Source: an optimization exercise on an open RTL-to-GDS flow (aim: small area, a short achievable clock period and few clock cycles). Production flows keep margins and buffers that such runs may drop. RTL that was checked went through simulation tests only; none was proved equivalent to the original.

== job 3868 ==
==> module SAD, before the edit <==
module SAD(Go, A_Addr, A_Data, B_Addr, B_Data, C_Addr, I_RW, I_En, O_RW, O_En, Done, SAD_Out, Clk, Rst);
   input Go;
   input [7:0] A_Data, B_Data;
   output [14:0] A_Addr, B_Addr;
   output [6:0] C_Addr;
   output I_RW, I_En, O_RW;
   output reg O_En, Done;
   output [31:0] SAD_Out;
   input Clk, Rst;
   reg [7:0]  L;           
   reg [6:0]  H;           
   reg        H7;
   reg [7:0]  x1;
   reg        c1n;
   reg [15:0] Sum;
   reg        f2;          
   reg        l1, l2;      
   wire       busy = (|L) | (|H);
   wire       run = Go | busy;
   wire       lastpix = &L;
   wire       adv = run & lastpix;
   wire       fb = H[6] ^ H[5] ^ (H[5:0] == 6'd0);
   wire [7:0] ag = A_Data & ~B_Data;
   wire [7:0] ah = ~(A_Data ^ B_Data);
   wire [7:0] ap = ah;      
   wire n10, n32, q32, n54, q54, n76, q76;      
   wire g20, g30, g64, p64, g74, p74;           
   wire n40, n50, n60, n70;                     
   sad_g  #(4'b0001)   l1a(.gh(ag[1]), .ph(ap[1]), .gl(ag[0]), .g(n10));
   sad_gp #(6'b000011) l1b(.gh(ag[3]), .ph(ap[3]), .gl(ag[2]), .pl(ap[2]), .g(n32), .p(q32));
   sad_gp #(6'b000011) l1c(.gh(ag[5]), .ph(ap[5]), .gl(ag[4]), .pl(ap[4]), .g(n54), .p(q54));
   sad_gp #(6'b000011) l1d(.gh(ag[7]), .ph(ap[7]), .gl(ag[6]), .pl(ap[6]), .g(n76), .p(q76));
   sad_g  #(4'b0010)   l2a(.gh(ag[2]), .ph(ap[2]), .gl(n10), .g(g20));
   sad_g  #(4'b1110)   l2b(.gh(n32), .ph(q32), .gl(n10), .g(g30));
   sad_gp #(6'b001100) l2c(.gh(ag[6]), .ph(ap[6]), .gl(n54), .pl(q54), .g(g64), .p(p64));
   sad_gp #(6'b111100) l2d(.gh(n76), .ph(q76), .gl(n54), .pl(q54), .g(g74), .p(p74));
   sad_g  #(4'b0001)   l3a(.gh(ag[4]), .ph(ap[4]), .gl(g30), .g(n40));
   sad_g  #(4'b1101)   l3b(.gh(n54), .ph(q54), .gl(g30), .g(n50));
   sad_g  #(4'b0001)   l3c(.gh(g64), .ph(p64), .gl(g30), .g(n60));
   sad_g  #(4'b0001)   l3d(.gh(g74), .ph(p74), .gl(g30), .g(n70));
   wire [7:0] s;
   assign s[0] = ah[0];
   sad_x  u_s1(.a(ah[1]), .b(ag[0]), .y(s[1]));
   sad_xn u_s2(.a(ah[2]), .b(n10), .y(s[2]));
   sad_x  u_s3(.a(ah[3]), .b(g20), .y(s[3]));
   sad_x  u_s4(.a(ah[4]), .b(g30), .y(s[4]));
   sad_xn u_s5(.a(ah[5]), .b(n40), .y(s[5]));
   sad_xn u_s6(.a(ah[6]), .b(n50), .y(s[6]));
   sad_xn u_s7(.a(ah[7]), .b(n60), .y(s[7]));
   wire        c1 = ~c1n;
   wire [7:0]  x = x1 ^ {8{c1n}};
   wire [15:0] base = f2 ? 16'd0 : Sum;
   wire [7:0]  bg = base[7:0] & x;
   wire [7:0]  bh = base[7:0] ^ x;
   wire [7:0]  bp = bh;     
   wire        bg0;
   sad_g u_b0(.gh(bg[0]), .ph(bp[0]), .gl(c1), .g(bg0));
   wire [7:0]  bc;         
   sad_pfx8 u_pb(.g({bg[7:1], bg0}), .p(bp), .c(bc));
   wire [7:0]  lo = bh ^ {bc[6:0], c1};
   wire [7:0]  hp;         
   assign hp[0] = 1'b1;
   genvar hi_i;
   generate
      for (hi_i = 1; hi_i < 8; hi_i = hi_i + 1) begin : hpg
         assign hp[hi_i] = &base[hi_i+7:8];
      end
   endgenerate
   wire [7:0]  hi = base[15:8] ^ (hp & {8{bc[7]}});
   assign A_Addr = {H, L};
   assign B_Addr = {H, L};
   assign C_Addr = {H7, H[6:1]};
   assign I_En = 1'b1;
   assign I_RW = 1'b0;
   assign O_RW = 1'b1;
   assign SAD_Out = {16'b0, Sum};
   always @(posedge Clk) begin
      if (Rst) begin
         L <= 8'd0;
         H <= 7'd0;
      end else begin
         L <= L + {7'd0, run};
         if (adv) H <= {H[5:0], fb};
      end
      if (adv) H7 <= H[6];
      l1 <= ~Rst & lastpix;
      x1 <= s;
      c1n <= n70;
      l2 <= ~Rst & l1;
      f2 <= (L == 8'd1);
      Sum <= {hi, lo};
      O_En <= ~Rst & l2;
      Done <= ~Rst & l2 & ~busy;
   end
endmodule
==> flow/config.mk <==
export PLATFORM = sky130hd
export DESIGN_NAME = SAD
export DESIGN_NICKNAME = SAD
export VERILOG_FILES = /design/flow/design.v
export SDC_FILE = /design/flow/constraint.sdc
export NUM_CORES = 4
export LEC_CHECK = 0
export CAP_MARGIN = 20
export CORE_MARGIN = 2
export CORE_UTILIZATION = 45
export SLEW_MARGIN = 20
export SYNTH_HIERARCHICAL = 1
export SYNTH_MINIMUM_KEEP_SIZE = 0
==> flow/constraint.sdc <==
create_clock -name core_clock -period 8.0 [get_ports {Clk}]
set_input_delay 1.6000 -clock core_clock [delete_from_list [all_inputs] [get_ports {Clk}]]
set_output_delay 1.6000 -clock core_clock [all_outputs]
set_load 0.01 [all_outputs]
standard.sh (not shown) runs the stock make flow with config.mk's settings and CLKGATE_MAP_FILE= SYNTH_SCRIPT=/design/flow/synth_recipe.tcl, a recipe that flattens the netlist after the stock synthesis.
==> flow/flow/run.sh <==
#!/bin/bash
# Standard layout with three changes: port buffers made of buf_1 cells
# instead of the delay buffers buffer_ports picks by default, adders left to
# ABC, no dummy loads added to the clock tree, and timing repair aimed 5.5 ns below the period.
set -euo pipefail
bash standard.sh \
  "BUFFER_PORTS_ARGS=-buffer_cell sky130_fd_sc_hd__buf_1" \
  ADDER_MAP_FILE= \
  "CTS_ARGS=-sink_clustering_enable -repair_clock_nets -dont_use_dummy_load" \
  SETUP_SLACK_MARGIN=5.5 \
  finish > make_finish.log 2>&1
### job 3868 -> job 6763
-- flow/design.v --
<<< job 3868, line 23
   wire       fb = H[6] ^ H[5] ^ (H[5:0] == 6'd0);
   wire [7:0] ag = A_Data & ~B_Data;
   wire [7:0] ah = ~(A_Data ^ B_Data);
   wire [7:0] ap = ah;      
   wire n10, n32, q32, n54, q54, n76, q76;      
   wire g20, g30, g64, p64, g74, p74;           
>>> job 6763, line 23
   wire       fb = H[6] ^ H[5] ^ (H[5:0] == 6'd0);
   wire [7:0] ag = A_Data & ~B_Data;
   wire [7:0] ap = A_Data | ~B_Data;
   wire [7:0] ah = ~(A_Data ^ B_Data);
   wire n10, n32, q32, n54, q54, n76, q76;      
   wire g20, g30, g64, p64, g74, p74;           
<<< job 3868, line 53
   wire [15:0] base = f2 ? 16'd0 : Sum;
   wire [7:0]  bg = base[7:0] & x;
   wire [7:0]  bh = base[7:0] ^ x;
   wire [7:0]  bp = bh;     
   wire        bg0;
   sad_g u_b0(.gh(bg[0]), .ph(bp[0]), .gl(c1), .g(bg0));
>>> job 6763, line 53
   wire [15:0] base = f2 ? 16'd0 : Sum;
   wire [7:0]  bg = base[7:0] & x;
   wire [7:0]  bp = base[7:0] | x;
   wire [7:0]  bh = base[7:0] ^ x;
   wire        bg0;
   sad_g u_b0(.gh(bg[0]), .ph(bp[0]), .gl(c1), .g(bg0));
<<< job 3868, line 60
   sad_pfx8 u_pb(.g({bg[7:1], bg0}), .p(bp), .c(bc));
   wire [7:0]  lo = bh ^ {bc[6:0], c1};
   wire [7:0]  hp;         
   assign hp[0] = 1'b1;
   genvar hi_i;
   generate
      for (hi_i = 1; hi_i < 8; hi_i = hi_i + 1) begin : hpg
         assign hp[hi_i] = &base[hi_i+7:8];
      end
   endgenerate
   wire [7:0]  hi = base[15:8] ^ (hp & {8{bc[7]}});
   assign A_Addr = {H, L};
   assign B_Addr = {H, L};
>>> job 6763, line 60
   sad_pfx8 u_pb(.g({bg[7:1], bg0}), .p(bp), .c(bc));
   wire [7:0]  lo = bh ^ {bc[6:0], c1};
   wire [7:0]  hi1 = base[15:8] + 8'd1;
   wire [7:0]  hi;
   genvar hm_i;
   generate
      for (hm_i = 0; hm_i < 8; hm_i = hm_i + 1) begin : him
         sad_mux u_hm(.s(bc[7]), .a(hi1[hm_i]), .b(base[hm_i+8]), .y(hi[hm_i]));
      end
   endgenerate
   assign A_Addr = {H, L};
   assign B_Addr = {H, L};
<<< job 3868, line 115
   assign p = (iph & ipl) ^ INV[0];
endmodule
module sad_x(a, b, y);
   input a, b;
>>> job 6763, line 114
   assign p = (iph & ipl) ^ INV[0];
endmodule
module sad_mux(s, a, b, y);
   input s, a, b;
   output y;
   assign y = s ? a : b;
endmodule
module sad_x(a, b, y);
   input a, b;
Findings:
Job 6763 vs. job 3868: cell count rose 6.9%; non-clock buffer count rose about 1.3%; core footprint rose 410 um2; via density per instance fell 0.11; ratio of cells with drive above 1 in the final layout rose 2.2 points. Relative to job 3868, peak fanout along the critical path has increased by 2 in job 6763. Job 3868 ended up with L[3] as its beginning of the critical path; job 6763 ended up with L[1].
No functional check of the RTL was part of any run of this note.

========
SAD, a different RTL version from the one above (not shown whole).
Size: about 300 cells after synthesis.
==> module SAD, before the edit <==
module SAD(Go, A_Addr, A_Data, B_Addr, B_Data, C_Addr, I_RW, I_En, O_RW, O_En, Done, SAD_Out, Clk, Rst);
   input Go;
   input [7:0] A_Data, B_Data;
   output [14:0] A_Addr, B_Addr;
   output [6:0] C_Addr;
   output I_RW, I_En, O_RW;
   output reg O_En, Done;
   output [31:0] SAD_Out;
   input Clk, Rst;
   reg [7:0]  L;           
   reg [6:0]  H;           
   reg        H7;
   reg [7:0]  x1;
   reg        c1;
   reg [15:0] Sum;
   reg        f2;          
   reg        l1, l2;      
   wire       busy = (|L) | (|H);
   wire       run = Go | busy;
   wire       lastpix = &L;
   wire       adv = run & lastpix;
   wire       fb = H[6] ^ H[5] ^ (H[5:0] == 6'd0);
   wire [7:0] ag = A_Data & ~B_Data;
   wire [7:0] ap = A_Data | ~B_Data;
   wire [7:0] ah = ~(A_Data ^ B_Data);
   wire [7:0] ac;          
   sad_pfx8 u_pa(.g(ag), .p(ap), .c(ac));
   wire [7:0] s = ah ^ {ac[6:0], 1'b0};
   wire [7:0]  x = ~(x1 ^ {8{c1}});
   wire [15:0] base = f2 ? 16'd0 : Sum;
   wire [7:0]  bg = base[7:0] & x;
   wire [7:0]  bp = base[7:0] | x;
   wire [7:0]  bh = base[7:0] ^ x;
   wire        bg0;
   sad_g u_b0(.gh(bg[0]), .ph(bp[0]), .gl(c1), .g(bg0));
   wire [7:0]  bc;         
   sad_pfx8 u_pb(.g({bg[7:1], bg0}), .p(bp), .c(bc));
   wire [7:0]  lo = bh ^ {bc[6:0], c1};
   wire [7:0]  hi1 = base[15:8] + 8'd1;
   wire [7:0]  hi = bc[7] ? hi1 : base[15:8];
   assign A_Addr = {H, L};
   assign B_Addr = {H, L};
   assign C_Addr = {H7, H[6:1]};
   assign I_En = 1'b1;
   assign I_RW = 1'b0;
   assign O_RW = 1'b1;
   assign SAD_Out = {16'b0, Sum};
   always @(posedge Clk) begin
      if (Rst) begin
         L <= 8'd0;
         H <= 7'd0;
      end else begin
         L <= L + {7'd0, run};
         if (adv) H <= {H[5:0], fb};
      end
      if (adv) H7 <= H[6];
      l1 <= ~Rst & lastpix;
      x1 <= s;
      c1 <= ac[7];
      l2 <= ~Rst & l1;
      f2 <= (L == 8'd1);
      Sum <= {hi, lo};
      O_En <= ~Rst & l2;
      Done <= ~Rst & l2 & ~busy;
   end
endmodule
==> module sad_g, before the edit <==
module sad_g(gh, ph, gl, g);
   input gh, ph, gl;
   output g;
   assign g = gh | (ph & gl);
endmodule
==> module sad_gp, before the edit <==
module sad_gp(gh, ph, gl, pl, g, p);
   input gh, ph, gl, pl;
   output g, p;
   assign g = gh | (ph & gl);
   assign p = ph & pl;
endmodule
==> flow/config.mk <==
export PLATFORM = sky130hd
export DESIGN_NAME = SAD
export DESIGN_NICKNAME = SAD
export VERILOG_FILES = /design/flow/design.v
export SDC_FILE = /design/flow/constraint.sdc
export NUM_CORES = 4
export LEC_CHECK = 0
export CAP_MARGIN = 20
export CORE_MARGIN = 2
export CORE_UTILIZATION = 45
export SLEW_MARGIN = 20
export SYNTH_HIERARCHICAL = 1
export SYNTH_MINIMUM_KEEP_SIZE = 0
==> flow/constraint.sdc <==
create_clock -name core_clock -period 8.0 [get_ports {Clk}]
set_input_delay 1.6000 -clock core_clock [delete_from_list [all_inputs] [get_ports {Clk}]]
set_output_delay 1.6000 -clock core_clock [all_outputs]
set_load 0.01 [all_outputs]
==> flow/flow/run.sh <==
#!/bin/bash
# Standard layout with three changes: port buffers made of buf_1 cells
# instead of the delay buffers buffer_ports picks by default, adders left to
# ABC, no dummy loads added to the clock tree, and timing repair aimed 5.4 ns below the period.
set -euo pipefail
bash standard.sh \
  "BUFFER_PORTS_ARGS=-buffer_cell sky130_fd_sc_hd__buf_1" \
  ADDER_MAP_FILE= \
  "CTS_ARGS=-sink_clustering_enable -repair_clock_nets -dont_use_dummy_load" \
  SETUP_SLACK_MARGIN=5.4 \
  finish > make_finish.log 2>&1
Testbench counts at the start, summed over its fixed seeds: cycles 393,246.
Change:
--- a/flow/design.v
+++ b/flow/design.v
@@ -10,11 +10,11 @@
    input Clk, Rst;
    reg [7:0]  L;           
    reg [6:0]  H;           
    reg        H7;
    reg [7:0]  x1;
-   reg        c1;
+   reg        c1n;
    reg [15:0] Sum;
    reg        f2;          
    reg        l1, l2;      
    wire       busy = (|L) | (|H);
    wire       run = Go | busy;
@@ -22,14 +22,36 @@
    wire       adv = run & lastpix;
    wire       fb = H[6] ^ H[5] ^ (H[5:0] == 6'd0);
    wire [7:0] ag = A_Data & ~B_Data;
    wire [7:0] ap = A_Data | ~B_Data;
    wire [7:0] ah = ~(A_Data ^ B_Data);
-   wire [7:0] ac;          
-   sad_pfx8 u_pa(.g(ag), .p(ap), .c(ac));
-   wire [7:0] s = ah ^ {ac[6:0], 1'b0};
-   wire [7:0]  x = ~(x1 ^ {8{c1}});
+   wire n10, n32, q32, n54, q54, n76, q76;      
+   wire g20, g30, g64, p64, g74, p74;           
+   wire n40, n50, n60, n70;                     
+   sad_g  #(4'b0001)   l1a(.gh(ag[1]), .ph(ap[1]), .gl(ag[0]), .g(n10));
+   sad_gp #(6'b000011) l1b(.gh(ag[3]), .ph(ap[3]), .gl(ag[2]), .pl(ap[2]), .g(n32), .p(q32));
+   sad_gp #(6'b000011) l1c(.gh(ag[5]), .ph(ap[5]), .gl(ag[4]), .pl(ap[4]), .g(n54), .p(q54));
+   sad_gp #(6'b000011) l1d(.gh(ag[7]), .ph(ap[7]), .gl(ag[6]), .pl(ap[6]), .g(n76), .p(q76));
+   sad_g  #(4'b0010)   l2a(.gh(ag[2]), .ph(ap[2]), .gl(n10), .g(g20));
+   sad_g  #(4'b1110)   l2b(.gh(n32), .ph(q32), .gl(n10), .g(g30));
+   sad_gp #(6'b001100) l2c(.gh(ag[6]), .ph(ap[6]), .gl(n54), .pl(q54), .g(g64), .p(p64));
+   sad_gp #(6'b111100) l2d(.gh(n76), .ph(q76), .gl(n54), .pl(q54), .g(g74), .p(p74));
+   sad_g  #(4'b0001)   l3a(.gh(ag[4]), .ph(ap[4]), .gl(g30), .g(n40));
+   sad_g  #(4'b1101)   l3b(.gh(n54), .ph(q54), .gl(g30), .g(n50));
+   sad_g  #(4'b0001)   l3c(.gh(g64), .ph(p64), .gl(g30), .g(n60));
+   sad_g  #(4'b0001)   l3d(.gh(g74), .ph(p74), .gl(g30), .g(n70));
+   wire [7:0] s;
+   assign s[0] = ah[0];
+   sad_x  u_s1(.a(ah[1]), .b(ag[0]), .y(s[1]));
+   sad_xn u_s2(.a(ah[2]), .b(n10), .y(s[2]));
+   sad_x  u_s3(.a(ah[3]), .b(g20), .y(s[3]));
+   sad_x  u_s4(.a(ah[4]), .b(g30), .y(s[4]));
+   sad_xn u_s5(.a(ah[5]), .b(n40), .y(s[5]));
+   sad_xn u_s6(.a(ah[6]), .b(n50), .y(s[6]));
+   sad_xn u_s7(.a(ah[7]), .b(n60), .y(s[7]));
+   wire        c1 = ~c1n;
+   wire [7:0]  x = x1 ^ {8{c1n}};
    wire [15:0] base = f2 ? 16'd0 : Sum;
    wire [7:0]  bg = base[7:0] & x;
    wire [7:0]  bp = base[7:0] | x;
    wire [7:0]  bh = base[7:0] ^ x;
    wire        bg0;
@@ -55,28 +77,47 @@
          if (adv) H <= {H[5:0], fb};
       end
       if (adv) H7 <= H[6];
       l1 <= ~Rst & lastpix;
       x1 <= s;
-      c1 <= ac[7];
+      c1n <= n70;
       l2 <= ~Rst & l1;
       f2 <= (L == 8'd1);
       Sum <= {hi, lo};
       O_En <= ~Rst & l2;
       Done <= ~Rst & l2 & ~busy;
    end
 endmodule
 module sad_g(gh, ph, gl, g);
+   parameter INV = 4'b0000;
    input gh, ph, gl;
    output g;
-   assign g = gh | (ph & gl);
+   wire igh = gh ^ INV[3];
+   wire iph = ph ^ INV[2];
+   wire igl = gl ^ INV[1];
+   assign g = (igh | (iph & igl)) ^ INV[0];
 endmodule
 module sad_gp(gh, ph, gl, pl, g, p);
+   parameter INV = 6'b000000;
    input gh, ph, gl, pl;
    output g, p;
-   assign g = gh | (ph & gl);
-   assign p = ph & pl;
+   wire igh = gh ^ INV[5];
+   wire iph = ph ^ INV[4];
+   wire igl = gl ^ INV[3];
+   wire ipl = pl ^ INV[2];
+   assign g = (igh | (iph & igl)) ^ INV[1];
+   assign p = (iph & ipl) ^ INV[0];
+endmodule
+module sad_x(a, b, y);
+   input a, b;
+   output y;
+   assign y = a ^ b;
+endmodule
+module sad_xn(a, b, y);
+   input a, b;
+   output y;
+   assign y = ~(a ^ b);
 endmodule
 module sad_pfx8(g, p, c);
    input [7:0] g, p;
    output [7:0] c;
    wire g10, g32, p32, g54, p54, g76, p76;
Outcome: Core utilization increases by 0.91 points; cell count is about the same; die area drops by 1.6%; first-iteration DRC count went up by 19%; sequential cell count is unchanged; design area is lower by 2.4%; synthesized area drops by 1.6%; routed wire length hardly moves; via count is about the same; clock skew hardly moves; non-clock buffer count fell by 2.
Only the layout flow was run in the second run of this note; the RTL was not checked for function there.

[re-timing with driven ports]
No port has a modelled driver above. Below, the same layouts with a new extraction and two added sets of constraints. Step 1 (the two cells are an assumption about what drives the block):
set clk [get_ports {Clk}]
set_driving_cell -lib_cell sky130_fd_sc_hd__clkbuf_16 $clk
set_driving_cell -lib_cell sky130_fd_sc_hd__buf_2 [delete_from_list [all_inputs] $clk]
Step 2 times the ports against the registers' clock, not the clock port: input delays grow and output delays shrink by t, the midpoint of the rising clock arrivals with the driver on. a / b / c = ideal / step 1 / step 2; a / b = the first two.
| run | t, ns | setup slack, ns | clock arrival spread, ns | worst slew at a driven data input, ns |
|---|---|---|---|---|
| job 3868 | 0.321 | 5.537 / 5.510 / 5.292 | 0.012 / 0.012 | 0.03 |
| job 6763 | 0.322 | 5.543 / 5.513 / 5.325 | 0.019 / 0.019 | 0.03 |
| the first run of note 2 | 0.314 | 5.440 / 5.436 / 5.123 | 0.010 / 0.010 | 0.04 |
| the second run of note 2 | 0.313 | 5.460 / 5.432 / 5.165 | 0.011 / 0.012 | 0.03 |
After both steps every run listed still meets setup and hold. The setup slack of the first run of note 2, which loses most, moves by -0.004 ns with the drivers and by -0.317 ns with both steps.
